From an optimization exercise on the open Yosys and OpenROAD flow, aimed at small area; shortcuts taken in it are not production practice.
Only simulation tests tie the RTL to the original design; equivalence was not proved.
No activity file was given, so power comes from the tool's default toggle rates.

the previous run:
// simon_top
module simon_top (
    input wire CLOCK_50,
    input wire [0:0] KEY,     
    input wire [3:0] SW,      
    output wire [9:0] LEDR,
    output wire [6:0] HEX0    
);
    wire rst_n = KEY[0];
    wire tick;
    wire sample;
    wire [3:0] btn_evt;
    wire [7:0] lfsr_out;
    wire mem_write_en;
    wire [5:0] mem_wr_addr;
    wire [5:0] mem_rd_addr;
    wire [1:0] mem_data_in;
    wire [1:0] mem_data_out;
    wire [3:0] game_leds_out;
    wire led_success_out;
    wire led_fail_out;
    wire [3:0] score_out_fsm;
    clock_divider fsm_ticker (
        .clk(CLOCK_50),
        .rst_n(rst_n),
        .tick(tick)
    );
    debounce_sampler sampler (
        .clk(CLOCK_50),
        .rst_n(rst_n),
        .sample(sample)
    );
    button_debouncer debouncer_0 (.clk(CLOCK_50), .rst_n(rst_n), .btn_in(SW[0]), .sample(sample), .tick(tick), .btn_evt(btn_evt[0]));
    button_debouncer debouncer_1 (.clk(CLOCK_50), .rst_n(rst_n), .btn_in(SW[1]), .sample(sample), .tick(tick), .btn_evt(btn_evt[1]));
    button_debouncer debouncer_2 (.clk(CLOCK_50), .rst_n(rst_n), .btn_in(SW[2]), .sample(sample), .tick(tick), .btn_evt(btn_evt[2]));
    button_debouncer debouncer_3 (.clk(CLOCK_50), .rst_n(rst_n), .btn_in(SW[3]), .sample(sample), .tick(tick), .btn_evt(btn_evt[3]));
    lfsr lfsr_inst (
        .clk(CLOCK_50),
        .rst_n(rst_n),
        .tick(tick),
        .data_out(lfsr_out)
    );
    pattern_memory mem_inst (
        .clk(CLOCK_50),
        .write_en(mem_write_en),
        .wr_addr(mem_wr_addr),
        .data_in(mem_data_in),
        .rd_addr(mem_rd_addr),
        .rd_data(mem_data_out)
    );
    game_fsm the_game (
        .clk(CLOCK_50),
        .rst_n(rst_n),
        .tick(tick),
        .btn_evt(btn_evt),
        .lfsr_data(lfsr_out[1:0]),
        .mem_write_en(mem_write_en),
        .mem_wr_addr(mem_wr_addr),
        .mem_data_in(mem_data_in),
        .mem_rd_addr(mem_rd_addr),
        .mem_data_out(mem_data_out),
        .game_leds(game_leds_out),
        .led_success(led_success_out),
        .led_fail(led_fail_out),
  ...
Size in the first run: roughly 490 cells after synthesis, roughly 200 flip-flops, roughly 23 I/O pins, roughly 6100 sq um of cells after synthesis.
==> flow/config.mk <==
export PLATFORM = sky130hd
export DESIGN_NAME = simon_top
export DESIGN_NICKNAME = simon_top
export VERILOG_FILES = /design/flow/design.v
export SDC_FILE = /design/flow/constraint.sdc
export NUM_CORES = 4
export LEC_CHECK = 0
export CAP_MARGIN = 20
export CORE_MARGIN = 2
export CORE_UTILIZATION = 40
export SLEW_MARGIN = 20
==> flow/constraint.sdc <==
create_clock -name core_clock -period 10.0 [get_ports {CLOCK_50}]
set_input_delay 2.0000 -clock core_clock [delete_from_list [all_inputs] [get_ports {CLOCK_50}]]
set_output_delay 2.0000 -clock core_clock [all_outputs]
set_load 0.01 [all_outputs]
run.sh (not shown) runs the stock make flow with config.mk's settings and CLKGATE_MAP_FILE= SYNTH_SCRIPT=/design/flow/synth_recipe.tcl, a recipe that flattens the netlist after the stock synthesis.
For the current run, these inputs were changed with respect to the previous run:
--- a/flow/config.mk
+++ b/flow/config.mk
@@ -7,2 +7,3 @@
 export LEC_CHECK = 0
+export ABC_AREA = 1
 export CAP_MARGIN = 20
### Flow results
- Looking only at routing usage on met1, and setting everything else aside, the lower value of the current run and the previous run goes to the current run.
- The current run vs the previous run: synthesized cell count up
- Summary of the current run over the previous run: proportion of power drawn by the clock network saw an increase; effective utilization at floorplan stayed essentially flat; number of enable-type register cells in the synthesized netlist barely changed; power density relative to cell area stayed essentially flat.
- Compared the previous run against the current run; sequential power within noise.
- Max arrival time of the worst setup path across the current run and the previous run: the previous run
- Comparing the two runs side by side, the current run comes out behind the previous run on first-pass GRT wire length.
- Residual overflow from global routing: the previous run vs the current run identical
- For the area of the multi-input gates, the current run came in about 4% lower than the previous run did.

## what the ideal ports hide
The flow's constraints put no driver on any port. The routed layouts listed below were extracted and timed again, unchanged, in two steps. Step 1 assumes that a clkbuf_16 drives the clock port and a buf_2 every other input. Step 2 also shifts input and output timing later by t, the mid clock arrival at the registers, as if the neighbouring blocks saw the same clock. Three values: ideal, step 1, step 2; two values: the first two.
| run | t (ns) | slack for setup (ns) | clock arrival spread, ns | worst slew at a driven data input, ns | pins driven straight from the clock port |
|---|---|---|---|---|---|
| the previous run | 0.459 | 5.386 / 5.347 / 5.806 | 0.010 / 0.010 | 0.03 | 1 |
| the current run | 0.461 | 5.697 / 5.655 / 6.116 | 0.014 / 0.014 | 0.03 | 1 |
After both steps every run listed still meets setup and hold.
